What follows belongs to an exercise in optimizing a design on an open flow for small area, a short achievable clock period and few clock cycles; a production flow would make more cautious choices.
Where RTL was checked, it was by simulation tests only, not by an equivalence proof against the original.
No functional check of the RTL was part of runs 4 and 5.
Power figures rest on the tool's default switching activity, not on a simulated workload.

--- flow/standard.sh ---
#!/bin/bash
# synth_recipe.tcl (not shown) runs the flow's synth.tcl, then flattens the netlist and writes it again
# the make line also repeats each setting of config.mk as NAME=value (left out here)
make -C /OpenROAD-flow-scripts/flow DESIGN_CONFIG=/design/flow/config.mk WORK_HOME=/design/flow/orfs CLKGATE_MAP_FILE= SYNTH_SCRIPT=/design/flow/synth_recipe.tcl "${@:-finish}"
--- flow/flow/run.sh ---
#!/bin/bash
# Layout flow: the standard flow (standard.sh) with three changes to how the layout
# is made: timing repair aims at a larger setup slack than 0 (so it keeps shortening the
# critical paths), the port buffers are plain buffers instead of delay buffers, and clock
# tree synthesis adds no dummy loads. The clock, its period and the I/O constraints are
# the design's, unchanged.
set -euo pipefail
bash standard.sh synth > synth.log 2>&1
bash standard.sh SETUP_SLACK_MARGIN=8.6 "BUFFER_PORTS_ARGS=-buffer_cell sky130_fd_sc_hd__buf_4" \
  "CTS_ARGS=-sink_clustering_enable -repair_clock_nets -dont_use_dummy_load -sink_clustering_size 14 -sink_clustering_max_diameter 60 -buf_list sky130_fd_sc_hd__clkbuf_8 -root_buf sky130_fd_sc_hd__clkbuf_16" finish > layout.log 2>&1
--- flow/design.v ---
`timescale 1ns / 1ps
module ALU(
    input [31:0] A,
    input [31:0] B,
    input [31:0] ALT,
    input sub,           
    input [1:0] lop,     
    input sltu,          
    input sl,            
    input sra,           
    input [5:0] rsel,
    output [31:0] res,
    output [31:0] sum,
    output eq
    );
    wire [31:0] bx = sub ? ~B : B;
    assign sum = A + bx + {31'h0, sub};
    wire lt = (A[31] ^ B[31]) ? (sltu ? B[31] : A[31]) : sum[31];
    reg [31:0] lres;
    always @(*)
        case (lop)
            2'b00: lres = A & B;
            2'b01: lres = A | B;
            2'b10: lres = A ^ B;
            default: lres = ~(A | B);
        endcase
    function [31:0] rev(input [31:0] x);
        integer k;
        for (k = 0; k < 32; k = k + 1) rev[k] = x[31 - k];
    endfunction
    wire fill = sra & A[31];
    wire big = |B[31:5];
    wire [31:0] s0 = sl ? rev(A) : A;
    wire [31:0] s1 = B[0] ? {fill, s0[31:1]} : s0;
    wire [31:0] s2 = B[1] ? {{2{fill}}, s1[31:2]} : s1;
    wire [31:0] s3 = B[2] ? {{4{fill}}, s2[31:4]} : s2;
    wire [31:0] s4 = B[3] ? {{8{fill}}, s3[31:8]} : s3;
    wire [31:0] s5 = B[4] ? {{16{fill}}, s4[31:16]} : s4;
    wire [31:0] s6 = big ? {32{fill}} : s5;
    wire [31:0] shres = sl ? rev(s6) : s6;
    assign res = ({32{rsel[0]}} & sum)
               | ({32{rsel[1]}} & lres)
               | ({32{rsel[2]}} & {31'h0, lt})
               | ({32{rsel[3]}} & shres)
               | ({32{rsel[4]}} & B)
               | ({32{rsel[5]}} & ALT);
    assign eq = (A == B);
endmodule
`timescale 1ns / 1ps
module Regs(
    input clk,
    input rst,
    input we,
    input [4:0] wa,
    input [31:0] wd,
    input [4:0] ra,
    input [4:0] rb,
    output [31:0] qa,
    output [31:0] qb
    );
    reg [31:1] v;
    wire [31:0] sela, selb;
    wire [1023:0] all;
    assign all[31:0] = 32'h0;
    assign sela[0] = 1'b0;
    assign selb[0] = 1'b0;
    genvar i, b;
    generate
        for (i = 1; i < 32; i = i + 1) begin : r
            reg [31:0] d;
            always @(posedge clk)
                if (we && wa == i) d <= wd;
            assign all[32*i +: 32] = d;
            assign sela[i] = v[i] & (ra == i);
            assign selb[i] = v[i] & (rb == i);
        end
        for (b = 0; b < 32; b = b + 1) begin : bt
            wire [31:0] col;
            for (i = 0; i < 32; i = i + 1) begin : c
                assign col[i] = all[32*i + b];
            end
            RDSEL32 pa(.s(sela), .d(col), .q(qa[b]));
            RDSEL32 pb(.s(selb), .d(col), .q(qb[b]));
        end
    endgenerate
    always @(posedge clk or posedge rst)
        if (rst) v <= 31'h0;
        else if (we && wa != 5'd0) v[wa] <= 1'b1;
endmodule
module RDSEL32(input [31:0] s, input [31:0] d, output q);
    wire [10:0] n;
    genvar g;
    generate
        for (g = 0; g < 10; g = g + 1) begin : a
            AOI222 u(.a1(s[3*g+1]), .a2(d[3*g+1]), .b1(s[3*g+2]), .b2(d[3*g+2]),
                     .c1(s[3*g+3]), .c2(d[3*g+3]), .y(n[g]));
        end
    endgenerate
    NAND2 u10(.a(s[31]), .b(d[31]), .y(n[10]));
    NAND11OR m(.n(n), .q(q));
endmodule
module AOI222(input a1, a2, b1, b2, c1, c2, output y);
    assign y = ~((a1 & a2) | (b1 & b2) | (c1 & c2));
endmodule
module NAND2(input a, b, output y);
    assign y = ~(a & b);
endmodule
module NAND11OR(input [10:0] n, output q);
    assign q = ~(&n);
endmodule
`timescale 1ns / 1ps
module MultiCPU(
    input clk,
    input reset,
    input [31:0] Data_in,
    output mem_w,
    output [2:0] RAMCtrl,
    output [31:0] Data_out,
    output [31:0] Addr_out
    );
    reg [31:0] AR;       
    reg [31:0] FA;       
    reg        isdata;   
    reg        mw_r;
    reg [2:0]  rc_r;
    reg [31:0] IR, SK;
    reg [31:0] NPCD;     
    reg        IRV, SKV;
    reg        EV;
    reg [31:0] A, B, ALT;
    reg        bypA, bypB, bypT;
    reg [4:0]  rdE;
    reg        weE, memE, stE, phE;
    reg [2:0]  modeE;
    reg        subE, sltuE, slE, sraE;
    reg [1:0]  lopE;
    reg [5:0]  rselE;
    reg        brE, predE, jrE, off1E;
    reg [1:0]  brkE;     
    reg [31:0] R;
    reg [4:0]  rdW;
    reg        weW;
    assign Addr_out = AR;
    assign mem_w    = mw_r;
    assign RAMCtrl  = rc_r;
    assign Data_out = ALT;
    wire [31:0] ea = bypA ? R : A;
    wire [31:0] eb = bypB ? R : B;
    wire [31:0] res, sum;
    wire eq;
    ALU alu(.A(ea), .B(eb), .ALT(ALT), .sub(subE), .lop(lopE), .sltu(sltuE), .sl(slE),
            .sra(sraE), .rsel(rselE), .res(res), .sum(sum), .eq(eq));
    wire e_stall = EV & memE & ~phE;                  
    wire cond = brkE[1] ? ~ea[31] : (brkE[0] ? ~eq : eq);
    wire e_skip = EV & brE & ~predE & cond & off1E & IRV & ~pt(IR);
    wire e_redirect = EV & (jrE | (brE & (cond ^ predE) & ~e_skip));
    wire [31:0] e_target = jrE ? sum : ALT;
    wire e_wr = EV & weE & ~e_stall;                  
    wire [5:0] op = IR[31:26];
    wire [5:0] fn = IR[5:0];
    wire [4:0] rs = IR[25:21];
    wire [4:0] rt = IR[20:16];
    wire [4:0] rd = IR[15:11];
    wire [4:0] sa = IR[10:6];
    wire [15:0] imm = IR[15:0];
    wire [31:0] simm = {{16{imm[15]}}, imm};
    wire isR    = (op == 6'b000000);
    wire r_jr   = isR & (fn == 6'b001000);
    wire r_jalr = isR & (fn == 6'b001001);
    wire r_shi  = isR & (fn[5:2] == 4'b0000);         
    wire r_sh   = isR & (fn[5:3] == 3'b000);          
    wire r_log  = isR & (fn[5:2] == 4'b1001);
    wire r_slt  = isR & (fn[5:1] == 5'b10101);
    wire isImm  = (op[5:3] == 3'b001) & (op != 6'b001111);
    wire i_log  = isImm & op[2];
    wire i_slt  = isImm & (op[2:1] == 2'b01);
    wire isLui  = (op == 6'b001111);
    wire isLd   = (op[5:3] == 3'b100);
    wire isSt   = (op[5:3] == 3'b101);
    wire isMem  = op[5];
    wire isBeq  = (op == 6'b000100);
    wire isBne  = (op == 6'b000101);
    wire isBgez = (op == 6'b000001);
    wire isJ    = (op == 6'b000010);
    wire isJal  = (op == 6'b000011);
    wire isBr   = isBeq | isBne | isBgez;
    wire [4:0]  wa_d = r_jalr | isJal | isBgez ? 5'd31 : isR ? rd : rt;
    wire        we_d = (isR & ~r_jr) | isImm | isLui | isLd | isJal | isBgez;
    wire [31:0] qa, qb;
    Regs regs(.clk(clk), .rst(reset), .we(weW), .wa(rdW), .wd(R),
              .ra(rs), .rb(rt), .qa(qa), .qb(qb));
    wire [31:0] rsv = (weW && rdW == rs) ? R : qa;
    wire [31:0] rtv = (weW && rdW == rt) ? R : qb;
    wire [31:0] btarget = NPCD + {simm[30:0], 1'b0};
    wire d_pt = pt(IR);
    wire d_adv = IRV & ~e_stall;
    wire d_jr  = (r_jr | r_jalr) & (rt == 5'd0) & ~(e_wr & (rdE == rs));
    wire d_jrr = d_adv & d_jr & ~e_redirect;
    wire b_rt = (isR & ~r_shi) | isBeq | isBne;
    wire [31:0] b_d = (isJal | isBgez) ? NPCD :
                      isLui ? {imm, 16'h0} :
                      r_shi ? {27'h0, sa} :
                      b_rt ? rtv : simm;
    wire [31:0] alt_d = isSt ? rtv : (isBr & ~imm[15]) ? btarget : NPCD;
    wire [5:0] rsel_d;
    assign rsel_d[1] = r_log | i_log;
    assign rsel_d[2] = r_slt | i_slt;
    assign rsel_d[3] = r_sh;
    assign rsel_d[4] = isLui | isJal | isBgez;
    assign rsel_d[5] = r_jalr;
    assign rsel_d[0] = ~(rsel_d[1] | rsel_d[2] | rsel_d[3] | rsel_d[4] | rsel_d[5]);
    wire sub_d  = isR ? (fn[5] & fn[1]) : (op[5:1] == 5'b00101);
    wire [1:0] lop_d = isR ? fn[1:0] : op[1:0];
    wire sltu_d = isR ? fn[0] : op[0];
    wire [2:0] mode_d = op[2] ? {2'b10, op[0]} : op[1] ? {2'b00, ~op[0]} : {2'b11, op[0]};
    function pt(input [31:0] w);
        pt = ((w[31:26] == 6'b000100 || w[31:26] == 6'b000101 || w[31:26] == 6'b000001) && w[15])
           || w[31:27] == 5'b00001;
    endfunction
    wire [31:0] FA2 = FA + 32'd2;
    wire        fpt = pt(Data_in);
    wire [17:0] flo = {1'b0, FA[16:1], 1'b1} + {1'b0, Data_in[15:0], 1'b1};
    wire [14:0] fhi_p = FA[31:17] + 15'd1;
    wire [14:0] fhi_m = FA[31:17] - 15'd1;
    wire [14:0] fhi = flo[17] ? (Data_in[15] ? FA[31:17] : fhi_p) :
                                (Data_in[15] ? fhi_m : FA[31:17]);
    wire [31:0] ftarget = (Data_in[31:27] == 5'b00001) ? {FA2[31:27], Data_in[25:0], 1'b0} :
                          {fhi, flo[16:1], 1'b0};
    wire full     = ~d_adv & IRV & SKV;
    wire room     = ~full & ~(d_adv & SKV & pt(SK)) & ~(~d_adv & IRV & ~SKV & d_pt);
    wire fetch_ok = ~isdata & ~e_redirect & ~d_jrr & room;
    wire [31:0] NPCD2 = NPCD + 32'd2;
    wire [31:0] FA_next = e_redirect ? e_target :
                          d_jrr ? rsv :
                          ~fetch_ok ? FA :
                          fpt ? ftarget : FA2;
    wire [31:0] AR_next = e_stall ? sum : FA_next;
    always @(posedge clk or posedge reset) begin
        if (reset) begin
            AR <= 32'h0;
            FA <= 32'h0;
            isdata <= 1'b0;
            mw_r <= 1'b0;
            rc_r <= 3'b000;
            IRV <= 1'b0;
            SKV <= 1'b0;
            EV <= 1'b0;
            phE <= 1'b0;
            weW <= 1'b0;
        end else begin
            AR <= AR_next;
            FA <= FA_next;
            isdata <= e_stall;
            mw_r <= e_stall & stE;
            rc_r <= e_stall ? modeE : 3'b000;
            if (e_redirect | d_jrr) begin
                IRV <= 1'b0;
                SKV <= 1'b0;
            end else if (d_adv) begin
                if (SKV) begin
                    IRV <= 1'b1;
                    SKV <= fetch_ok;
                end else begin
                    IRV <= fetch_ok;
                end
            end else if (!IRV) begin
                IRV <= fetch_ok;
            end else if (!SKV) begin
                SKV <= fetch_ok;
            end
            EV <= e_stall | (d_adv & ~e_redirect & ~e_skip);
            phE <= e_stall;
            weW <= e_wr;
        end
    end
    always @(posedge clk) begin
        if (d_adv) begin
            if (SKV) begin
                IR <= SK;
                NPCD <= NPCD2;
                SK <= Data_in;
            end else begin
                IR <= Data_in;
                NPCD <= FA2;
            end
        end else if (!IRV) begin
            IR <= Data_in;
            NPCD <= FA2;
        end else if (!SKV) begin
            SK <= Data_in;
        end
    end
    always @(posedge clk) begin
        A <= rsv;
        B <= b_d;
        bypA <= e_wr & (rdE == rs);
        bypB <= e_wr & (rdE == rt) & b_rt;
        R <= memE ? Data_in : res;
        rdW <= rdE;
        if (!e_stall) begin
            ALT <= alt_d;
            bypT <= e_wr & (rdE == rt);
            rdE <= wa_d;
            weE <= we_d & (wa_d != 5'd0);
            memE <= isMem;
            stE <= isSt;
            modeE <= mode_d;
            subE <= sub_d;
            sltuE <= sltu_d;
            slE <= ~fn[1];
            sraE <= fn[0];
            lopE <= lop_d;
            rselE <= rsel_d;
            brE <= isBr;
            brkE <= {isBgez, isBne};
            predE <= imm[15];
            jrE <= (r_jr | r_jalr) & ~d_jr;
            off1E <= (imm == 16'h0001);
        end else if (bypT) begin
            ALT <= R;            
        end
    end
endmodule
--- flow/constraint.sdc ---
create_clock -name core_clock -period 13.0 [get_ports {clk}]
set_input_delay 2.6000 -clock core_clock [delete_from_list [all_inputs] [get_ports {clk}]]
set_output_delay 2.6000 -clock core_clock [all_outputs]
set_load 0.01 [all_outputs]
--- flow/config.mk ---
export PLATFORM = sky130hd
export DESIGN_NAME = MultiCPU
export DESIGN_NICKNAME = MultiCPU
export VERILOG_FILES = /design/flow/design.v
export SDC_FILE = /design/flow/constraint.sdc
export NUM_CORES = 8
export LEC_CHECK = 0
export CAP_MARGIN = 30
export CORE_MARGIN = 2
export CORE_UTILIZATION = 40
export SLEW_MARGIN = 30
export SYNTH_HIERARCHICAL = 1
export SYNTH_MINIMUM_KEEP_SIZE = 0
==> summary.txt, run 1 <==
Outcome
  – Status: complete, no violations

Layout
  – Most common cell after layout, fill and taps aside: edfxtp_1
  – FILL cells: 15711
  – Final #Nets: 5938
  – Final Util: 44.46%
  – Layout area overhead: 10.60%
  – Most frequent cells in the layout: edfxtp_1, a222oi_1, nand2_1, buf_4, a21oi_1
  – Share of cells above drive strength 1: 15.38%

Floorplan
  – I/O pins: 102
  – Chip width: 418.8 um
  – # rows: 152
  – Core ar.: 171200 sq um
  – Die height: 418.8 um
  – Starting Density: 40.20%
  – Die area: 175400 sq um

Timing
  – Hold Vio Cnt, Final: 0
  – Crit path time final: 4.565 ns
  – Final Skew: 0.1118 ns
  – Period utilization: 35.12%
  – Post-route setup TNS: 0 ns
  – Setup slack after layout: 8.435 ns
  – Worst slew margin: 27.40%
  – Final max-slew violation count: 0
  – Max Fclk: 0.2190 GHz
  – RSZ-0062 raised after global routing: yes
  – Slew @ Worst Pin: 1.089 ns
  – Final setup vio count: 0

Route
  – DR WL/cell: 39.97 um
  – Routed Antenna Nets: 0
  – Initial DRC count: 13463
  – DRC viols: 0
  – Drt total wl: 319.0 mm
  – Pre-antenna DRT Iters: 10
  – Via/cell ratio: 7.291
  – Vias: 58184

Hold path
  – Hold Path Class: flip-flop to flip-flop
  – Hold Path End: rc_r[0]
  – Hold path depth: 1
  – Hold_sp: modeE[0]

Clock tree
  – Root buffer cell: clkbuf_16
  – Clock latency on the worst-skew pair: 0.75 ns
  – CTS Buf Count: 119
  – CTS clk-pin slew, worst paths: 0.09 ns
  – Clock Tree Buf Depth: 3
  – # H-tree levels: 3
  – CTS tree: done
  – CTS Sinks: 1356

Placement
  – Pre-CTS setup slack: 7.204 ns
  – RePlAce Congestion: 1.032
  – Final HPWL DP: 207.4 mm
  – Port buffer count: 101

GRT
  – Largest net degree at the start of global routing: 70
  – Global-route wire length before repair: 428.7 mm
  – Total GRT Usage: 34.94%
  – Vias in the first global route: 52910
  – Number of antenna violations at the first check in global routing: 28
  – Grt total ovfl: 0

Setup path
  – Worst R2R Start: bypB
  – Critical Path End Type: flip-flop
  – Crit path max fanout: 2
  – Buf/Inv on CP: 5
  – Reg2reg end: R[6]
  – Crit path kind: input port to flip-flop
  – Slowest library cell on the worst path: o21ai_0
  – Worst setup SP type: input port
  – CP Data Arrival Time: 5.19 ns
  – R2r setup slk: 8.52 ns
  – Worst Reg-to-Reg Cells: 9
  – Crit-path cells: buf_12 > inv_12 > ha_4 > inv_2 > fa_2 > a21o_1 > nand4_1 > buf_4 > buf_6 > a21oi_1 > o21ai_0 > a311oi_4 > o211ai_1 > nand2_1 > o21ai_1
  – WP data required: 13.62 ns
  – Top delay family on crit path: compound AO/OA/AOI/OAI gates
  – Crit path largest cell delay: 0.47 ns

Yosys
  – Mapped cell area: 68810 sq um
  – Cell count after synthesis: 5535
  – Mapped Nets: 5731
  – Synthesized area per cell: 12.43 sq um
  – Ys Warns: 9

Power
  – Worst IR Drop VDD: 0.0001494 V
  – Power, Total: 19.61 mW
  – Pwr Density: 257.7 nW/um^2
  – Leakage: 26.46 nW

Run
  – Max-cap viol count: 0
cell type report:
cell class	count	area, sq um	share of cell area [%]
flip-flops and latches	1356	39180	51.49
multi-input cells	3802	29080	38.21
well taps	2233	2794	3.671
repair buffers	307	2664	3.500
clock buffers	119	1739	2.285
inverters	156	621.8	0.8172
diodes	7	17.52	0.02302
worst reg2reg max path: cells and delay by family, from the launching register on:
family / cells / cell delay, ns
compound gates: 2 / 1.52
mux: 3 / 1.10
simple gates: 3 / 1.16
flops: 1 / 0.41
buf+inv: 1 / 0.19
where the power goes:
part / switching [mW] / internal [mW]
logic: 6.97 / 3.22
clock network: 1.42 / 0.878
registers: 1.09 / 6.03
routing by layer:
layer  vias to the layer above  wire [um]  global-route usage, %
met4                        31      19420                  17.27
met5                         -        312                 0.4724
met3                       805      48620                  11.83
met2                      4865     131700                  49.78
li1                      23444          -                      -
met1                     29039     119000                  47.28
sequential cells by signal, summed over array words and instances (netlist names), 5 cells and up:
name      flops
regs.v       31
R            32
rselE         6
ALT          32
AR           32
B            32
SK           32
A            32
IR           32
FA           32
rdW           5
regs.r.d    992
rdE           5
NPCD         32
per-stage QoR:
| stage | area, sq um | cells | hold WS, ns |
|---|---|---|---|
| floorplan | 68940 | 5535 | 0.4086 |
| global placement | 72950 | 7817 | 0.4307 |
| detailed placement | 72980 | 7817 | 0.4329 |
| CTS | 75270 | 7958 | 0.4526 |
| global route | 76080 | 7974 | 0.4768 |
| finish | 76100 | 7980 | 0.4453 |
worst max-delay path by stage:
stage | startpoint | endpoint | cells past startpoint
2_1_floorplan | Data_in[0] | FA[26] | 12
3_3_place_gp | R[3] | FA[20] | 16
3_5_place_dp | R[3] | FA[20] | 16
4_1_cts | Data_in[0] | AR[28] | 15
5_1_grt | Data_in[4] | AR[27] | 12
6_report | Data_in[0] | FA[13] | 15
repair_timing:
action	CTS	global route
resized for setup	74	128
buffers inserted	22	11
pin swaps	17	33
hold buffers	0	0
hold endpoints to repair	0	0
setup endpoints to repair	89	70
gates cloned	0	4
Testbench counts, summed over its fixed seeds: cycles 44,251.
==> run 2: changes to the inputs <==
--- a/flow/flow/run.sh
+++ b/flow/flow/run.sh
@@ -6,5 +6,5 @@
 # the design's, unchanged.
 set -euo pipefail
 bash standard.sh synth > synth.log 2>&1
-bash standard.sh SETUP_SLACK_MARGIN=8.6 "BUFFER_PORTS_ARGS=-buffer_cell sky130_fd_sc_hd__buf_4" \
+bash standard.sh SETUP_SLACK_MARGIN=8.95 "BUFFER_PORTS_ARGS=-buffer_cell sky130_fd_sc_hd__buf_4" \
   "CTS_ARGS=-sink_clustering_enable -repair_clock_nets -dont_use_dummy_load -sink_clustering_size 14 -sink_clustering_max_diameter 60 -buf_list sky130_fd_sc_hd__clkbuf_8 -root_buf sky130_fd_sc_hd__clkbuf_16" finish > layout.log 2>&1
==> run 2 against run 1 <==
  * Still clean
  * Largest cell class unchanged
  * Final cell count rose by 3.0%
  * Worst hold slack better by 0.0063 ns
  * Critical endpoint is now AR[13]
  * Power is 9.0% higher
  * Clock skew rose by 0.024 ns
  * Synthesized cell count unchanged
==> summary.txt, run 2 <==
Outcome
  – Status: complete, no violations

Layout
  – Share of cells above drive strength 1: 21.58% (+6.2 points)
  – Fin area: 80300 sq um (+5.5%)
  – Most common cell after layout, fill and taps aside: edfxtp_1
  – Layout area overhead: 16.70%
  – Final #Nets: 6167 (+3.9%)
  – Final Util: 46.91% (+2.5 points)
  – FILL cells: 15420 (-1.9%)
  – Largest register FFs: 992 (unchanged)
  – Top reg by flops: regs.r.d
  – Most frequent cells in the layout: edfxtp_1, a222oi_1, nand2_1, buf_4, a21oi_1

Yosys
  – Synthesized area per cell: 12.43 sq um (unchanged)
  – Ys Warns: 9 (unchanged)
  – Mapped Nets: 5731 (unchanged)
  – Mapped cell area: 68810 sq um (unchanged)
  – Cell count after synthesis: 5535 (unchanged)

GRT
  – Grt total ovfl: 0 (unchanged)
  – Largest net degree at the start of global routing: 67 (-4.3%)
  – Number of antenna violations at the first check in global routing: 31 (+11%)
  – Total GRT Usage: 37.41% (+2.5 points)
  – Vias in the first global route: 54140 (+2.3%)
  – Global-route wire length before repair: 454.2 mm (+5.9%)

Route
  – Vias: 59995 (+3.1%)
  – DRC viols: 0 (unchanged)
  – Pre-antenna DRT Iters: 14 (+4)
  – Via/cell ratio: 7.302 (+0.15%)
  – Drt total wl: 342.0 mm (+7.2%)
  – Routed Antenna Nets: 0 (unchanged)
  – Initial DRC count: 14208 (+5.5%)
  – DR WL/cell: 41.62 um (+4.1%)

Timing
  – Hold Vio Cnt, Final: 0 (unchanged)
  – Period utilization: 35.12% (about the same)
  – Crit path time final: 4.566 ns (+0.0001300 ns)
  – Setup slack after layout: 8.434 ns (-0.0001300 ns)
  – Post-route setup TNS: 0 ns (unchanged)
  – Final setup vio count: 0 (unchanged)
  – Worst slew margin: 23.61% (-3.8 points)
  – RSZ-0062 raised after global routing: yes
  – Slew @ Worst Pin: 1.130 ns (+0.04095 ns)
  – Max Fclk: 0.2190 GHz (about the same)
  – Final Skew: 0.1360 ns (+0.02425 ns)
  – Final max-slew violation count: 0 (unchanged)

Power
  – Leakage: 28.32 nW (+7.0%)
  – Pwr Density: 266.2 nW/um^2 (+3.3%)
  – Worst IR Drop VDD: 0.0001401 V (-6.2%)

Setup path
  – Top delay family on crit path: compound AO/OA/AOI/OAI gates
  – Crit path kind: input port to flip-flop
  – Crit path max fanout: 3 (+1)
  – Crit path largest cell delay: 0.36 ns (-0.11 ns)
  – Worst Reg-to-Reg Cells: 11 (+2)
  – Crit. Startpoint: Data_in[0]
  – Buf/Inv on CP: 4 (-1)
  – R2r setup slk: 8.63 ns (+0.11 ns)
  – Slowest library cell on the worst path: or3_4
  – CP Data Arrival Time: 5.11 ns (-0.08 ns)
  – Critical Path Stages: 14 (-1)
  – Crit-path cells: buf_12 > inv_12 > ha_4 > inv_2 > fa_2 > a21o_1 > nand4_1 > buf_4 > a21oi_2 > or3_4 > a311oi_4 > o211ai_1 > nor2_1 > nor2_1
  – Cell mode on critical path: nor2_1
  – Critical Path End Type: flip-flop
  – Reg2reg end: AR[7]
  – WP data required: 13.55 ns (-0.07 ns)
  – Worst R2R Start: IR[25]
  – Crit path to: AR[13]
  – Worst setup SP type: input port

Floorplan
  – Starting Density: 40.20% (unchanged)
  – I/O pins: 102 (unchanged)
  – Die height: 418.8 um (unchanged)
  – Chip width: 418.8 um (unchanged)
  – Core ar.: 171200 sq um (unchanged)
  – # rows: 152 (unchanged)
  – Die area: 175400 sq um (unchanged)

Clock tree
  – Hold buffers post-CTS: 0 (unchanged)
  – CTS clk-pin slew, worst paths: 0.10 ns (about the same)
  – Root buffer cell: clkbuf_16
  – # H-tree levels: 3 (unchanged)
  – Clock latency on the worst-skew pair: 0.76 ns (about the same)
  – CTS tree: done
  – CTS Sinks: 1356 (unchanged)
  – CTS Buf Count: 120 (+0.84%)
  – Clock Tree Buf Depth: 3 (unchanged)

Placement
  – Port buffer count: 101 (unchanged)
  – RePlAce Congestion: 1.021 (-1.0%)
  – Final HPWL DP: 218.3 mm (+5.3%)
  – Pre-CTS setup slack: 6.540 ns (-0.6636 ns)
  – Placed cell areas: 73170 sq um (+0.26%)

Run
  – Max-cap viol count: 0 (unchanged)

Hold path
  – Hold Path Class: flip-flop to flip-flop
-- run 2: metal layers --
metal | vias to the layer above | GRT usage, % | share of wire [%]
li1 | 23942 | - | -
met3 | 895 | 14.40 | 16
met1 | 30093 | 50.66 | 38
met5 | - | 0.05557 | 0.096
met2 | 5035 | 51.93 | 40
met4 | 30 | 18.68 | 6.2
-- run 2: how the worst min path moves through the flow --
stage | startpoint | to | cells after the start
final | rdE[0] | rdW[0] | 0
after global routing | rdE[0] | rdW[0] | 0
after CTS | rdE[0] | rdW[0] | 0
after detailed placement | rdE[4] | rdW[4] | 0
after global placement | rdE[3] | rdW[3] | 0
after floorplan | rdE[4] | rdW[4] | 0
-- run 2: where the power goes --
group	leakage (nW)	switching, mW	internal [mW]
Sequential	12.6	0.928	6.03
Combinational	14.8	7.95	4.16
Clock	0.909	1.42	0.885
Total	28.3	10.3	11.1
-- run 2: layout make-up --
class,count,area (sq um),area share (%)
timing repair inverter,1,8.758,0.01091
timing repair buffer,529,5077,6.323
sequential,1356,39200,48.82
clock buffer,120,1753,2.183
tap,2233,2794,3.480
inverter,156,648.1,0.8072
antenna,14,35.03,0.04363
multi-input combinational,3807,30780,38.34
-- run 2: worst reg2reg max path: stages, from the launching register on --
cell and delay, ns:
edfxtp_1 0.52, nor2_1 0.20, and3_1 0.41, buf_6 0.32, a222oi_1 0.43, nand4_1 0.39, or3_4 0.56, mux2_2 0.38
or3_1 0.48, a31oi_4 0.29, o21ai_1 0.09, o21a_1 0.14
-- run 2: repair_timing --
| item | 4_1_cts | 5_1_grt |
|---|---|---|
| endpoints found under the setup margin | 145 | 132 |
| setup buffers | 164 | 78 |
| resized for setup | 350 | 238 |
| cloned | 15 | 6 |
| pin swaps | 91 | 93 |
-- run 2: through the flow --
stage | std cells | total power, mW | hold WS (ns)
after global routing | 8202 | 21.78 | 0.4699
final | 8216 | 21.38 | 0.4516
after detailed placement | 7819 | 16.62 | 0.4331
after global placement | 7818 | 16.64 | 0.4356
after CTS | 8118 | 20.06 | 0.4610
after floorplan | 5535 | 12.10 | 0.4086
==> run 3: changes to the inputs <==
--- a/flow/design.v
+++ b/flow/design.v
@@ -128,6 +128,7 @@
     reg        IRV, SKV;
     reg        EV;
     reg [31:0] A, B, ALT;
+    reg [31:0] DO;       
     reg        bypA, bypB, bypT;
     reg [4:0]  rdE;
     reg        weE, memE, stE, phE;
@@ -143,7 +144,7 @@
     assign Addr_out = AR;
     assign mem_w    = mw_r;
     assign RAMCtrl  = rc_r;
-    assign Data_out = ALT;
+    assign Data_out = DO;
     wire [31:0] ea = bypA ? R : A;
     wire [31:0] eb = bypB ? R : B;
     wire [31:0] res, sum;
@@ -296,6 +297,7 @@
         bypA <= e_wr & (rdE == rs);
         bypB <= e_wr & (rdE == rt) & b_rt;
         R <= memE ? Data_in : res;
+        DO <= bypT ? R : ALT;
         rdW <= rdE;
         if (!e_stall) begin
             ALT <= alt_d;
@@ -316,8 +318,6 @@
             predE <= imm[15];
             jrE <= (r_jr | r_jalr) & ~d_jr;
             off1E <= (imm == 16'h0001);
-        end else if (bypT) begin
-            ALT <= R;            
         end
     end
 endmodule
==> flow/flow/run.sh (replaced) <==
#!/bin/bash
# Layout flow: the standard flow (standard.sh) with three changes to how the layout
# is made: timing repair aims at a larger setup slack than 0 (so it keeps shortening the
# critical paths), the port buffers are plain buffers instead of delay buffers, and clock
# tree synthesis adds no dummy loads. The clock, its period and the I/O constraints are
# the design's, unchanged.
set -euo pipefail
bash standard.sh synth > synth.log 2>&1
bash standard.sh SETUP_SLACK_MARGIN=8.8 "BUFFER_PORTS_ARGS=-buffer_cell sky130_fd_sc_hd__buf_4" \
  "CTS_ARGS=-sink_clustering_enable -repair_clock_nets -dont_use_dummy_load -buf_list {sky130_fd_sc_hd__clkbuf_4 sky130_fd_sc_hd__clkbuf_8} -root_buf sky130_fd_sc_hd__clkbuf_16" finish > layout.log 2>&1
==> run 3 against run 2 <==
  * Die area rose by 0.51%
  * Clock-buffer cell count rose by 99
  * Sequential power rose by 4.0%
  * Still clean on timing, DRC and antenna
  * Critical endpoint is now AR[22]
  * Maximum frequency rose by 2.4%
  * Global-route usage fell by 0.85 points
==> summary.txt, run 3 <==
Outcome
  – Status: complete, no violations

Route
  – DR WL/cell: 40.41 um (-2.9%)
  – Routed Antenna Nets: 0 (unchanged)
  – Drt total wl: 334.2 mm (-2.3%)
  – Initial DRC count: 15252 (+7.3%)
  – Pre-antenna DRT Iters: 15 (+1)
  – DRC viols: 0 (unchanged)
  – Via/cell ratio: 7.316 (+0.18%)
  – Vias: 60500 (+0.84%)

Floorplan
  – Die area: 176200 sq um (+0.51%)
  – Chip width: 419.8 um (+0.25%)
  – I/O pins: 102 (unchanged)
  – # rows: 152 (unchanged)
  – Starting Density: 40.27% (+0.073 points)
  – Die height: 419.8 um (+0.25%)
  – Core ar.: 171700 sq um (+0.33%)

Clock tree
  – Hold buffers post-CTS: 0 (unchanged)
  – CTS tree: done
  – CTS Buf Count: 219 (+83%)
  – Root buffer cell: clkbuf_16
  – CTS clk-pin slew, worst paths: 0.05 ns (-0.05 ns)
  – # H-tree levels: 4 (+1)
  – Clock Tree Buf Depth: 3 (unchanged)
  – Clock latency on the worst-skew pair: 0.87 ns (+0.11 ns)
  – CTS Sinks: 1388 (+2.4%)

Setup path
  – Crit path max fanout: 32 (+29)
  – Crit path to: AR[22]
  – Crit. Startpoint: IR[23]
  – Worst R2R Start: IR[23]
  – Worst Reg-to-Reg Cells: 11 (unchanged)
  – Reg2reg end: AR[22]
  – Critical Path End Type: flip-flop
  – R2r setup slk: 8.54 ns (-0.09 ns)
  – CP Data Arrival Time: 5.11 ns (about the same)
  – Worst setup SP type: flip-flop
  – Crit path kind: flip-flop to flip-flop
  – WP data required: 13.65 ns (+0.10 ns)

Timing
  – Hold Vio Cnt, Final: 0 (unchanged)
  – Post-route setup TNS: 0 ns (unchanged)
  – Max Fclk: 0.2243 GHz (+2.4%)
  – Final setup vio count: 0 (unchanged)
  – Crit path time final: 4.459 ns (-0.1069 ns)
  – Final Skew: 0.1352 ns (-0.0008500 ns)
  – Slew @ Worst Pin: 1.068 ns (-0.06236 ns)
  – Final max-slew violation count: 0 (unchanged)
  – Period utilization: 34.30% (-0.82 points)
  – Worst slew margin: 28.83% (+5.2 points)
  – Hold_ws: 0.4474 ns (-0.004189 ns)
  – RSZ-0062 raised after global routing: yes

Layout
  – Largest register FFs: 992 (unchanged)
  – Layout area overhead: 15.49%
  – Final Util: 46.51% (-0.40 points)
  – Share of cells above drive strength 1: 20.17% (-1.4 points)
  – Most frequent cells in the layout: edfxtp_1, a222oi_1, nand2_1, buf_4, a21oi_1
  – Fin area: 79870 sq um (-0.53%)
  – Top reg by flops: regs.r.d
  – Most common cell after layout, fill and taps aside: edfxtp_1
  – Final #Nets: 6134 (-0.54%)

Yosys
  – Mapped cell area: 69160 sq um (+0.51%)
  – Synthesized area per cell: 12.54 sq um (+0.90%)
  – Ys Warns: 9 (unchanged)
  – Mapped Nets: 5710 (-0.37%)
  – Cell count after synthesis: 5514 (-0.38%)

Hold path
  – Hold Path Class: flip-flop to flip-flop

GRT
  – Grt total ovfl: 0 (unchanged)
  – Largest net degree at the start of global routing: 92 (+37%)
  – Vias in the first global route: 55688 (+2.9%)
  – Number of antenna violations at the first check in global routing: 45 (+45%)
  – Global-route wire length before repair: 447.4 mm (-1.5%)
  – Total GRT Usage: 36.56% (-0.85 points)

Placement
  – Port buffer count: 101 (unchanged)
  – RePlAce Congestion: 1.048 (+2.6%)
  – Placed cell areas: 73620 sq um (+0.62%)
  – Final HPWL DP: 205.8 mm (-5.7%)

Power
  – Pwr Density: 264.3 nW/um^2 (-0.71%)
  – Leakage: 28.29 nW (-0.12%)
  – Power, Total: 21.11 mW (-1.2%)
  – Worst IR Drop VDD: 0.0001716 V (+23%)

Run
  – Max-cap viol count: 0 (unchanged)
## run 3: changes by cell type in the layout (fill, tap and decap cells not counted), moves of 19 or more
cell      before  now
buf_4        411  350
clkbuf_8     113  218
dfxtp_1       93  126
mux2_2       120  165
mux2_4        69   47
nand2_1      509  490
nor2_1       201  225
nor3_1        44   65
xor2_1        68   99
## run 3: layout make-up
class / instances / area (sq um)
antenna: 24 / 60.06
clock buffer: 219 / 3025
fill: 15423 / 91860
inverter: 152 / 629.4
multi-input combinational: 3753 / 29420
sequential: 1388 / 39840
tap: 2310 / 2890
timing repair buffer: 424 / 4010
## run 3: layer usage
metal	track usage (%)	up-vias	wire length [um]
met5	1.278	-	572
met4	22.08	39	23140
met3	14.05	1103	54570
met2	51.03	5663	136100
met1	47.63	29908	119800
li1	-	23787	-
## run 3: per-stage QoR
stage          worst slack (ns)  instances
5_1_grt                   8.504       8247
4_1_cts                   8.641       8198
3_5_place_dp              6.860       7881
3_3_place_gp              6.804       7880
6_report                  8.541       8270
2_1_floorplan             7.874       5514
## run 3: how the worst min path moves through the flow
stage | from | endpoint | depth (start not counted)
3_3_place_gp | rdE[4] | rdW[4] | 0
6_report | rdE[4] | rdW[4] | 0
5_1_grt | rdE[4] | rdW[4] | 0
3_5_place_dp | rdE[2] | rdW[2] | 0
4_1_cts | rdE[4] | rdW[4] | 0
2_1_floorplan | rdE[0] | rdW[0] | 0
## run 3: report_power, final
part           internal (mW)  total, mW  switching (mW)
Combinational           3.67       10.8            7.08
Clock                   1.48       3.12            1.64
Sequential              6.18       7.24            1.06
## run 3: worst max-delay path, stage by stage, from the launching register on
cell and delay [ns]:
edfxtp_1 0.51, and2_1 0.31, and3_2 0.26, buf_4 0.33, a222oi_1 0.49, nand4_1 0.64
or3_4 0.65, mux2_2 0.38, a21oi_1 0.17, a22o_1 0.16, o21ai_1 0.08, mux2_2 0.26
## run 3: repair_timing
| action | in CTS | in global routing |
|---|---|---|
| setup endpoints to repair | 98 | 109 |
| gates resized for setup | 217 | 128 |
| gates cloned | 15 | 3 |
| pin swaps | 44 | 54 |
| buffers inserted | 83 | 45 |
Testbench counts of run 3, summed over its fixed seeds: cycles 44,251.
==> run 4: changes to the inputs <==
--- a/flow/design.v
+++ b/flow/design.v
@@ -14,7 +14,7 @@
     output eq
     );
     wire [31:0] bx = sub ? ~B : B;
-    assign sum = A + bx + {31'h0, sub};
+    ADD32 add(.a(A), .b(bx), .ci(sub), .s(sum));
     wire lt = (A[31] ^ B[31]) ? (sltu ? B[31] : A[31]) : sum[31];
     reg [31:0] lres;
     always @(*)
@@ -46,6 +46,29 @@
                | ({32{rsel[5]}} & ALT);
     assign eq = (A == B);
 endmodule
+module ADD32(input [31:0] a, input [31:0] b, input ci, output [31:0] s);
+    wire [31:0] g = a & b;
+    wire [31:0] p = a ^ b;
+    wire [31:0] gl [0:5];
+    wire [31:0] pl [0:5];
+    assign gl[0] = {g[31:1], g[0] | (p[0] & ci)};
+    assign pl[0] = p;
+    genvar k, i;
+    generate
+        for (k = 0; k < 5; k = k + 1) begin : lv
+            for (i = 0; i < 32; i = i + 1) begin : bt
+                if (i >= (1 << k)) begin : x
+                    assign gl[k+1][i] = gl[k][i] | (pl[k][i] & gl[k][i - (1 << k)]);
+                    assign pl[k+1][i] = pl[k][i] & pl[k][i - (1 << k)];
+                end else begin : y
+                    assign gl[k+1][i] = gl[k][i];
+                    assign pl[k+1][i] = pl[k][i];
+                end
+            end
+        end
+    endgenerate
+    assign s = p ^ {gl[5][30:0], ci};
+endmodule
 `timescale 1ns / 1ps
 module Regs(
     input clk,
@@ -128,7 +151,6 @@
     reg        IRV, SKV;
     reg        EV;
     reg [31:0] A, B, ALT;
-    reg [31:0] DO;       
     reg        bypA, bypB, bypT;
     reg [4:0]  rdE;
     reg        weE, memE, stE, phE;
@@ -144,7 +166,7 @@
     assign Addr_out = AR;
     assign mem_w    = mw_r;
     assign RAMCtrl  = rc_r;
-    assign Data_out = DO;
+    assign Data_out = ALT;
     wire [31:0] ea = bypA ? R : A;
     wire [31:0] eb = bypB ? R : B;
     wire [31:0] res, sum;
@@ -297,7 +319,6 @@
         bypA <= e_wr & (rdE == rs);
         bypB <= e_wr & (rdE == rt) & b_rt;
         R <= memE ? Data_in : res;
-        DO <= bypT ? R : ALT;
         rdW <= rdE;
         if (!e_stall) begin
             ALT <= alt_d;
@@ -318,6 +339,8 @@
             predE <= imm[15];
             jrE <= (r_jr | r_jalr) & ~d_jr;
             off1E <= (imm == 16'h0001);
+        end else if (bypT) begin
+            ALT <= R;            
         end
     end
 endmodule
--- a/flow/flow/run.sh
+++ b/flow/flow/run.sh
@@ -7,4 +7,4 @@
 set -euo pipefail
 bash standard.sh synth > synth.log 2>&1
 bash standard.sh SETUP_SLACK_MARGIN=8.8 "BUFFER_PORTS_ARGS=-buffer_cell sky130_fd_sc_hd__buf_4" \
-  "CTS_ARGS=-sink_clustering_enable -repair_clock_nets -dont_use_dummy_load -buf_list {sky130_fd_sc_hd__clkbuf_4 sky130_fd_sc_hd__clkbuf_8} -root_buf sky130_fd_sc_hd__clkbuf_16" finish > layout.log 2>&1
+  "CTS_ARGS=-sink_clustering_enable -repair_clock_nets -dont_use_dummy_load -buf_list sky130_fd_sc_hd__clkbuf_8 -root_buf sky130_fd_sc_hd__clkbuf_16" finish > layout.log 2>&1
==> run 4 against run 3 <==
  * Worst hold slack worse by 0.016 ns
  * Cell area rose by 0.83%
  * Non-clock buffer count up 50
  * First-iteration DRC count down 8.7%
  * Clock-buffer cell count unchanged
  * Area after synthesis fell by 0.51%
  * Critical endpoint is now AR[28]
  * Largest power group unchanged
  * Power is 1.3% higher
==> summary.txt, run 4 <==
Yosys
  – Cell count after synthesis: 5434 (-1.5%)
  – Synthesized area per cell: 12.66 sq um (+0.95%)
  – Ys Warns: 10 (+1)
  – Mapped Nets: 5633 (-1.3%)
  – Mapped cell area: 68810 sq um (-0.51%)

Placement
  – RePlAce Congestion: 1.062 (+1.4%)
  – Final HPWL DP: 216.8 mm (+5.3%)
  – Port buffer count: 101 (unchanged)
  – Dpl cells: 7728 (-1.9%)
  – Pre-CTS setup slack: 6.764 ns (-0.09588 ns)

Outcome
  – Status: complete, no violations

Clock tree
  – Hold buffers post-CTS: 0 (unchanged)
  – CTS tree: done
  – CTS Buf Count: 219 (unchanged)
  – Clock Tree Buf Depth: 3 (unchanged)
  – Root buffer cell: clkbuf_16
  – CTS Sinks: 1356 (-2.3%)
  – # H-tree levels: 4 (unchanged)
  – Clock latency on the worst-skew pair: 0.90 ns (+0.03 ns)
  – CTS clk-pin slew, worst paths: 0.06 ns (about the same)

Layout
  – Multi-input logic area: 30730 sq um (+4.4%)
  – Register area: 39190 sq um (-1.6%)
  – Most common cell after layout, fill and taps aside: edfxtp_1
  – Non-Filler Instances: 8160 (-1.3%)
  – Layout area overhead: 17.04%
  – Most frequent cells in the layout: edfxtp_1, a222oi_1, nand2_1, buf_4, clkbuf_8
  – Share of cells above drive strength 1: 22.61% (+2.4 points)
  – Final Util: 47.05% (+0.54 points)
  – Largest register FFs: 992 (unchanged)
  – FILL cells: 15283 (-0.91%)
  – Final #Nets: 6114 (-0.33%)
  – Top reg by flops: regs.r.d

Power
  – Psw: 9.925 mW (+1.5%)
  – Sw frac: 46.42% (+0.10 points)
  – Sequential power share: 32.9% (-1.4 points)
  – Pwr Density: 265.5 nW/um^2 (+0.43%)
  – Int Pwr: 11.45 mW (+1.1%)
  – Worst IR Drop VDD: 0.0001576 V (-8.1%)
  – Leakage: 28.37 nW (+0.29%)
  – Clock Power Share: 14.3% (-0.5 points)
  – Logic pwr share: 52.7% (+1.7 points)

GRT
  – Global-route wire length before repair: 452.9 mm (+1.2%)
  – Vias in the first global route: 54808 (-1.6%)
  – Grt total ovfl: 0 (unchanged)
  – Total GRT Usage: 37.31% (+0.75 points)
  – Number of antenna violations at the first check in global routing: 32 (-29%)
  – Largest net degree at the start of global routing: 68 (-26%)

Run
  – Max-cap viol count: 0 (unchanged)

Setup path
  – WP data required: 13.64 ns (about the same)
  – Critical Path End Type: flip-flop
  – Worst R2R Start: bypA
  – R2r setup slk: 8.49 ns (-0.05 ns)
  – Reg2reg end: R[29]
  – Worst Reg-to-Reg Cells: 15 (+4)
  – Critical Path Stages: 15 (+4)
  – Top delay family on crit path: compound AO/OA/AOI/OAI gates
  – CP Data Arrival Time: 5.17 ns (+0.06 ns)
  – Worst setup SP type: input port
  – Crit path kind: input port to flip-flop
  – Crit path max fanout: 5 (-84%)
  – Buf/Inv on CP: 5 (+4)
  – Slowest library cell on the worst path: a311oi_4
  – Crit-path cells: buf_12 > inv_12 > ha_4 > inv_2 > fa_2 > a21o_1 > nand4_1 > a311oi_4 > o21ai_2 > buf_6 > buf_4 > a41oi_2 > mux2i_1 > o21bai_1 > mux2_4
  – Crit path largest cell delay: 0.40 ns (-0.25 ns)

Timing
  – Hold Vio Cnt, Final: 0 (unchanged)
  – Final Skew: 0.1842 ns (+0.04898 ns)
  – Setup slack after layout: 8.469 ns (-0.07248 ns)
  – RSZ-0062 raised after global routing: yes
  – Worst slew margin: 28.59% (-0.24 points)
  – Final max-slew violation count: 0 (unchanged)
  – Period utilization: 34.86% (+0.56 points)
  – Post-route setup TNS: 0 ns (unchanged)
  – Hold_ws: 0.4310 ns (-0.01636 ns)
  – Final setup vio count: 0 (unchanged)
  – Crit path time final: 4.531 ns (+0.07248 ns)
  – Slew @ Worst Pin: 1.060 ns (-0.007569 ns)
  – Max Fclk: 0.2207 GHz (-1.6%)

Hold path
  – Hold_sp: stE
  – Hold Path End: mw_r
  – Hold path depth: 1 (+1)
  – Hold Path Class: flip-flop to flip-flop

Floorplan
  – Die area: 175400 sq um (-0.51%)
  – Core ar.: 171200 sq um (-0.33%)
  – I/O pins: 102 (unchanged)
  – Chip width: 418.8 um (-0.25%)
  – # rows: 152 (unchanged)
  – Die height: 418.8 um (-0.25%)
  – Starting Density: 40.20% (-0.073 points)

Route
  – DRC viols: 0 (unchanged)
  – Drt total wl: 339.9 mm (+1.7%)
  – Initial DRC count: 13931 (-8.7%)
  – DR WL/cell: 41.65 um (+3.1%)
  – Vias: 60428 (-0.12%)
  – Routed Antenna Nets: 0 (unchanged)
  – Via/cell ratio: 7.405 (+1.2%)
  – Pre-antenna DRT Iters: 17 (+2)
-- run 4: what timing repair did --
| item | in CTS | in global routing |
|---|---|---|
| pin swaps | 80 | 112 |
| buffers inserted | 115 | 65 |
| cloned | 11 | 8 |
| setup endpoints to repair | 158 | 131 |
| gates resized for setup | 253 | 199 |
-- run 4: worst max path at each step --
| stage | start | to | slack, ns |
|---|---|---|---|
| final | Data_in[0] | AR[28] | 8.47 |
| after CTS | bypB | AR[28] | 8.50 |
| after global routing | bypA | R[29] | 8.45 |
| after detailed placement | R[1] | FA[20] | 6.76 |
| after floorplan | Data_in[0] | FA[26] | 8.16 |
| after global placement | bypB | FA[20] | 6.91 |
-- run 4: cell type report --
| cell class | count | share of cell area (%) |
|---|---|---|
| Timing Repair Buffer | 474 | 5.326 |
| Timing Repair inverter | 2 | 0.01554 |
| Tap cell | 2233 | 3.469 |
| Sequential cell | 1356 | 48.66 |
| Multi-Input combinational cell | 3748 | 38.15 |
| Antenna cell | 14 | 0.04350 |
| Inverter | 114 | 0.5717 |
| Clock buffer | 219 | 3.757 |
-- run 4: worst register-to-register path, delay by kind of cell, from the launching register on --
family	cells	cell delay [ns]
buffers and inverters	3	0.47
and+or+nand+nor	1	0.17
DFF	1	0.42
AOI/OAI and AO/OA	8	2.08
muxes	2	0.77
adders and majority gates	1	0.50
-- run 4: power by group through the flow --
stage | Sequential (mW) | Combinational [mW] | Clock (mW)
after global routing | 7.04 | 11.5 | 3.24
after detailed placement | 7.19 | 8.97 | 0
final | 7.04 | 11.3 | 3.07
after CTS | 6.97 | 10.0 | 3.07
after global placement | 7.18 | 8.97 | 0
after floorplan | 6.79 | 5.25 | 0
-- run 4: through the flow --
| step | cell area [sq um] | total power [mW] |
|---|---|---|
| 2_1_floorplan | 69080 | 12.04 |
| 5_1_grt | 80510 | 21.82 |
| 3_5_place_dp | 73350 | 16.16 |
| 4_1_cts | 78830 | 20.07 |
| 3_3_place_gp | 73320 | 16.15 |
| 6_report | 80530 | 21.38 |
-- run 4: routing by layer --
layer  up-vias  track usage, %  wire, um  share of wire [%]
met5         -         0.02779       180              0.053
met4        30           21.48     24440                7.2
met3      1054           13.92     54650                 16
met2      5566           51.87    136800                 40
met1     30052           49.60    123800                 36
li1      23726               -         -                  -
==> run 5: changes to the inputs <==
--- a/flow/design.v
+++ b/flow/design.v
@@ -14,7 +14,7 @@
     output eq
     );
     wire [31:0] bx = sub ? ~B : B;
-    ADD32 add(.a(A), .b(bx), .ci(sub), .s(sum));
+    assign sum = A + bx + {31'h0, sub};
     wire lt = (A[31] ^ B[31]) ? (sltu ? B[31] : A[31]) : sum[31];
     reg [31:0] lres;
     always @(*)
@@ -46,29 +46,6 @@
                | ({32{rsel[5]}} & ALT);
     assign eq = (A == B);
 endmodule
-module ADD32(input [31:0] a, input [31:0] b, input ci, output [31:0] s);
-    wire [31:0] g = a & b;
-    wire [31:0] p = a ^ b;
-    wire [31:0] gl [0:5];
-    wire [31:0] pl [0:5];
-    assign gl[0] = {g[31:1], g[0] | (p[0] & ci)};
-    assign pl[0] = p;
-    genvar k, i;
-    generate
-        for (k = 0; k < 5; k = k + 1) begin : lv
-            for (i = 0; i < 32; i = i + 1) begin : bt
-                if (i >= (1 << k)) begin : x
-                    assign gl[k+1][i] = gl[k][i] | (pl[k][i] & gl[k][i - (1 << k)]);
-                    assign pl[k+1][i] = pl[k][i] & pl[k][i - (1 << k)];
-                end else begin : y
-                    assign gl[k+1][i] = gl[k][i];
-                    assign pl[k+1][i] = pl[k][i];
-                end
-            end
-        end
-    endgenerate
-    assign s = p ^ {gl[5][30:0], ci};
-endmodule
 `timescale 1ns / 1ps
 module Regs(
     input clk,
@@ -84,9 +61,11 @@
     reg [31:1] v;
     wire [31:0] sela, selb;
     wire [1023:0] all;
-    assign all[31:0] = 32'h0;
-    assign sela[0] = 1'b0;
-    assign selb[0] = 1'b0;
+    wire fwa = we & (wa == ra);
+    wire fwb = we & (wa == rb);
+    assign all[31:0] = wd;
+    assign sela[0] = fwa;
+    assign selb[0] = fwb;
     genvar i, b;
     generate
         for (i = 1; i < 32; i = i + 1) begin : r
@@ -94,8 +73,9 @@
             always @(posedge clk)
                 if (we && wa == i) d <= wd;
             assign all[32*i +: 32] = d;
-            assign sela[i] = v[i] & (ra == i);
-            assign selb[i] = v[i] & (rb == i);
+            wire keep = v[i] & ~(we && wa == i);
+            assign sela[i] = keep & (ra == i);
+            assign selb[i] = keep & (rb == i);
         end
         for (b = 0; b < 32; b = b + 1) begin : bt
             wire [31:0] col;
@@ -119,14 +99,14 @@
                      .c1(s[3*g+3]), .c2(d[3*g+3]), .y(n[g]));
         end
     endgenerate
-    NAND2 u10(.a(s[31]), .b(d[31]), .y(n[10]));
+    AOI22 u10(.a1(s[31]), .a2(d[31]), .b1(s[0]), .b2(d[0]), .y(n[10]));
     NAND11OR m(.n(n), .q(q));
 endmodule
 module AOI222(input a1, a2, b1, b2, c1, c2, output y);
     assign y = ~((a1 & a2) | (b1 & b2) | (c1 & c2));
 endmodule
-module NAND2(input a, b, output y);
-    assign y = ~(a & b);
+module AOI22(input a1, a2, b1, b2, output y);
+    assign y = ~((a1 & a2) | (b1 & b2));
 endmodule
 module NAND11OR(input [10:0] n, output q);
     assign q = ~(&n);
@@ -212,8 +192,8 @@
     wire [31:0] qa, qb;
     Regs regs(.clk(clk), .rst(reset), .we(weW), .wa(rdW), .wd(R),
               .ra(rs), .rb(rt), .qa(qa), .qb(qb));
-    wire [31:0] rsv = (weW && rdW == rs) ? R : qa;
-    wire [31:0] rtv = (weW && rdW == rt) ? R : qb;
+    wire [31:0] rsv = qa;
+    wire [31:0] rtv = qb;
     wire [31:0] btarget = NPCD + {simm[30:0], 1'b0};
     wire d_pt = pt(IR);
     wire d_adv = IRV & ~e_stall;
==> run 5 against run 4 <==
  * Largest cell class unchanged
  * Register-to-register slack about the same
  * Area after synthesis down 0.29%
  * Combinational power about the same
  * Sequential share of layout area up 0.27 points
  * Critical path type unchanged
  * Non-clock buffer count down 47
  * Still clean on timing, DRC and antenna
  * Global-route usage down 1.8 points
  * Sequential cell count unchanged
  * Die area down 0.29%
  * Clock-buffer cell count up 4
==> summary.txt, run 5 <==
Yosys
  – Mapped Nets: 5670 (+0.66%)
  – Ys Warns: 9 (-1)
  – Register bit total from synthesis: 1356
  – Synth top cells by count: edfxtp_1, a222oi_1, nand2_1
  – Yosys top cell by area: edfxtp_1
  – Top FF cell, synth: edfxtp_1
  – Mapped cell area: 68600 sq um (-0.29%)
  – Cell count after synthesis: 5474 (+0.74%)
  – Area contributors post-synth: edfxtp_1, a222oi_1, dfrtp_1
  – Number of distinct library cells after synthesis: 112
  – Synth top area share: 50.29%
  – Top-count cell post-synth: edfxtp_1
  – FFs w/ async S/R, synth: 7.670%
  – Sequential-to-total area share from yosys stat: 57.09%
  – Number of enable flip-flop cells after synthesis: 1149
  – Synthesized area per cell: 12.53 sq um (-1.0%)

Clock tree
  – CTS clk-pin slew, worst paths: 0.05 ns (about the same)
  – Root buffer cell: clkbuf_16
  – Clock Tree Buf Depth: 3 (unchanged)
  – # H-tree levels: 4 (unchanged)
  – CTS tree: done
  – CTS Buf Count: 223 (+1.8%)
  – Clock latency on the worst-skew pair: 0.85 ns (-0.05 ns)
  – CTS Sinks: 1356 (unchanged)

GRT
  – Total GRT Usage: 35.52% (-1.8 points)
  – Grt total ovfl: 0 (unchanged)
  – Number of antenna violations at the first check in global routing: 29 (-9.4%)
  – Vias in the first global route: 54581 (-0.41%)
  – Global-route wire length before repair: 434.9 mm (-4.0%)
  – Largest net degree at the start of global routing: 79 (+16%)

Hold path
  – Hold Path Class: flip-flop to flip-flop
  – Hold_sp: modeE[2]

Power
  – Worst IR Drop VDD: 0.0001749 V (+11%)
  – Leakage: 27.98 nW (-1.4%)
  – Pwr Density: 266.4 nW/um^2 (+0.35%)
  – Power, Total: 21.34 mW (-0.18%)

Layout
  – Final #Nets: 6091 (-0.38%)
  – Multi-input logic area: 30260 sq um (-1.5%)
  – Final Util: 47.16% (+0.11 points)
  – FILL cells: 15208 (-0.49%)
  – Largest register FFs: 992 (unchanged)
  – Layout area overhead: 16.76%
  – Top reg by flops: regs.r.d
  – Register area: 39200 sq um (about the same)
  – Most frequent cells in the layout: edfxtp_1, a222oi_1, nand2_1, buf_4
  – Share of cells above drive strength 1: 21.84% (-0.77 points)
  – Most common cell after layout, fill and taps aside: edfxtp_1
  – Non-Filler Instances: 8120 (-0.49%)

Placement
  – Pre-CTS setup slack: 6.653 ns (-0.1109 ns)
  – RePlAce Congestion: 1.011 (-4.8%)
  – Port buffer count: 101 (unchanged)
  – Final HPWL DP: 207.8 mm (-4.2%)
  – Dpl cells: 7757 (+0.38%)

Setup path
  – Crit path max fanout: 3 (-2)
  – Worst Reg-to-Reg Cells: 16 (+1)
  – Buf/Inv on CP: 5 (unchanged)
  – WP data required: 13.67 ns (+0.03 ns)
  – Crit path to: FA[26]
  – Crit. Startpoint: Data_in[0]
  – Slowest library cell on the worst path: fa_2
  – Worst R2R Start: rdW[3]
  – Crit-path cells: buf_12 > inv_12 > ha_4 > inv_2 > fa_2 > a211oi_4 > o21ai_2 > a31o_4 > a311oi_4 > buf_6 > nor4_2 > a41o_1 > xor2_1 > a221oi_2 > buf_4 > o22ai_1
  – Top delay family on crit path: compound AO/OA/AOI/OAI gates
  – Reg2reg end: AR[30]
  – CP Data Arrival Time: 5.36 ns (+0.19 ns)
  – Crit path largest cell delay: 0.37 ns (-0.03 ns)
  – Crit path kind: input port to flip-flop
  – Critical Path End Type: flip-flop
  – Critical Path Stages: 16 (+1)
  – R2r setup slk: 8.50 ns (about the same)
  – Worst setup SP type: input port

Floorplan
  – Die height: 418.1 um (-0.15%)
  – Chip width: 418.1 um (-0.15%)
  – I/O pins: 102 (unchanged)
  – # rows: 151 (-0.66%)
  – Core ar.: 169800 sq um (-0.77%)
  – Starting Density: 40.39% (+0.19 points)
  – Die area: 174800 sq um (-0.29%)

Route
  – DR WL/cell: 40.50 um (-2.8%)
  – Pre-antenna DRT Iters: 13 (-4)
  – Routed Antenna Nets: 0 (unchanged)
  – Initial DRC count: 13094 (-6.0%)
  – DRC viols: 0 (unchanged)
  – Via/cell ratio: 7.327 (-1.1%)
  – Vias: 59494 (-1.5%)
  – Drt total wl: 328.9 mm (-3.2%)

Timing
  – Hold Vio Cnt, Final: 0 (unchanged)
  – RSZ-0062 raised after global routing: yes
  – Period utilization: 36.11% (+1.2 points)
  – Post-route setup TNS: 0 ns (unchanged)
  – Worst slew margin: 15.99% (-13 points)
  – Slew @ Worst Pin: 1.255 ns (+0.1946 ns)
  – Final max-slew violation count: 0 (unchanged)
  – Final Skew: 0.1522 ns (-0.03200 ns)
  – Final setup vio count: 0 (unchanged)
  – Crit path time final: 4.694 ns (+0.1624 ns)
  – Setup slack after layout: 8.306 ns (-0.1624 ns)
  – Max Fclk: 0.2131 GHz (-3.5%)

Run
  – Max-cap viol count: 0 (unchanged)

Outcome
  – Status: complete, no violations
==> run 5: repair_timing <==
item | in CTS | in global routing
pin swaps | 74 | 85
resized for setup | 250 | 221
gates cloned | 4 | 17
setup buffers | 61 | 48
endpoints found under the setup margin | 217 | 144
hold buffers | 0 | 0
==> run 5: logic make-up after synthesis <==
kind of cell	synth area share, %
and+or+nand+nor	10.90
AOI/OAI and AO/OA	19.41
muxes	5.010
adders and majority gates	2.987
DFF	57.09
xor gates and xnor gates	2.333
buffers and inverters	2.267
==> run 5: how the worst min path moves through the flow <==
| stage | endpoint | slack (ns) | cells past startpoint |
|---|---|---|---|
| finish | rc_r[2] | 0.45 | 1 |
| global route | rc_r[2] | 0.46 | 1 |
| CTS | rc_r[2] | 0.45 | 1 |
| detailed placement | rc_r[2] | 0.45 | 1 |
| global placement | rc_r[2] | 0.44 | 1 |
| floorplan | rdW[1] | 0.41 | 0 |
==> run 5: Yosys stat by module, one instance, submodules excluded, a selection <==
module / flops+latches / cells inside / times used / cell area [sq um]
Regs: 1023 / 1340 / 1 / 32660
AOI22: 0 / 1 / 64 / 12.51
MultiCPU: 333 / 2059 / 1 / 19480
NAND11OR: 0 / 4 / 64 / 23.77
AOI222: 0 / 1 / 640 / 10.01
ALU: 0 / 1115 / 1 / 7731
==> run 5: layout make-up <==
class	instances	share of cell area, %
Sequential cell	1356	48.93
Multi-Input combinational cell	3742	37.77
Timing Repair Buffer	427	5.229
Clock buffer	223	3.846
Tap cell	2218	3.464
Inverter	145	0.7248
Antenna cell	9	0.02812
==> run 5: metrics by stage <==
stage                     hold slack, ns  area (sq um)
final                             0.4482         80100
after global routing              0.4609         80090
after CTS                         0.4536         78290
after detailed placement          0.4453         73580
after global placement            0.4386         73520
after floorplan                   0.4086         69030
==> run 5: per-layer routing <==
metal,global-route usage (%),up-vias,wire length (um)
met5,0,-,72
met4,23.97,10,29800
met3,10.04,1178,44240
met2,53.64,5197,141200
met1,44.26,29387,113600
li1,-,23722,-
==> run 5: report_power, final <==
group	leakage (nW)	internal, mW	switching [mW]
registers	12.6	6.06	0.963
clock network	1.61	1.50	1.59
logic	13.8	3.55	7.67

## separate check: timing with driven ports
No port has a modelled driver above. Below, the same layouts with a new extraction and two added sets of constraints.
Step 1 (the two cells are an assumption about what drives the block):
set clk [get_ports {clk}]
set_driving_cell -lib_cell sky130_fd_sc_hd__clkbuf_16 $clk
set_driving_cell -lib_cell sky130_fd_sc_hd__buf_2 [delete_from_list [all_inputs] $clk]
Step 2, shift: input delay + t, output delay - t, t = (earliest + latest rising clock arrival at the registers) / 2. This alone moves slack from input paths to output paths.
a / b / c = ideal / step 1 / step 2; a / b = the first two.
run	shift t [ns]	setup slack, ns	hold WS [ns]	worst setup path after step 2
run 1	0.779	8.435 / 8.462 / 7.691	0.445 / 0.445 / 0.445	input to register
run 2	0.776	8.434 / 8.473 / 7.696	0.452 / 0.452 / 0.452	input to register
run 3	0.885	8.541 / 8.541 / 7.717	0.447 / 0.447 / 0.447	input to register
run 4	0.881	8.469 / 8.481 / 7.600	0.431 / 0.431 / 0.431	input to register
run 5	0.852	8.306 / 8.336 / 7.484	0.448 / 0.448 / 0.448	input to register
After both steps every run listed still meets setup and hold. For run 4, which loses most, drivers alone change the setup slack by +0.012 ns; drivers and shift together by -0.869 ns.
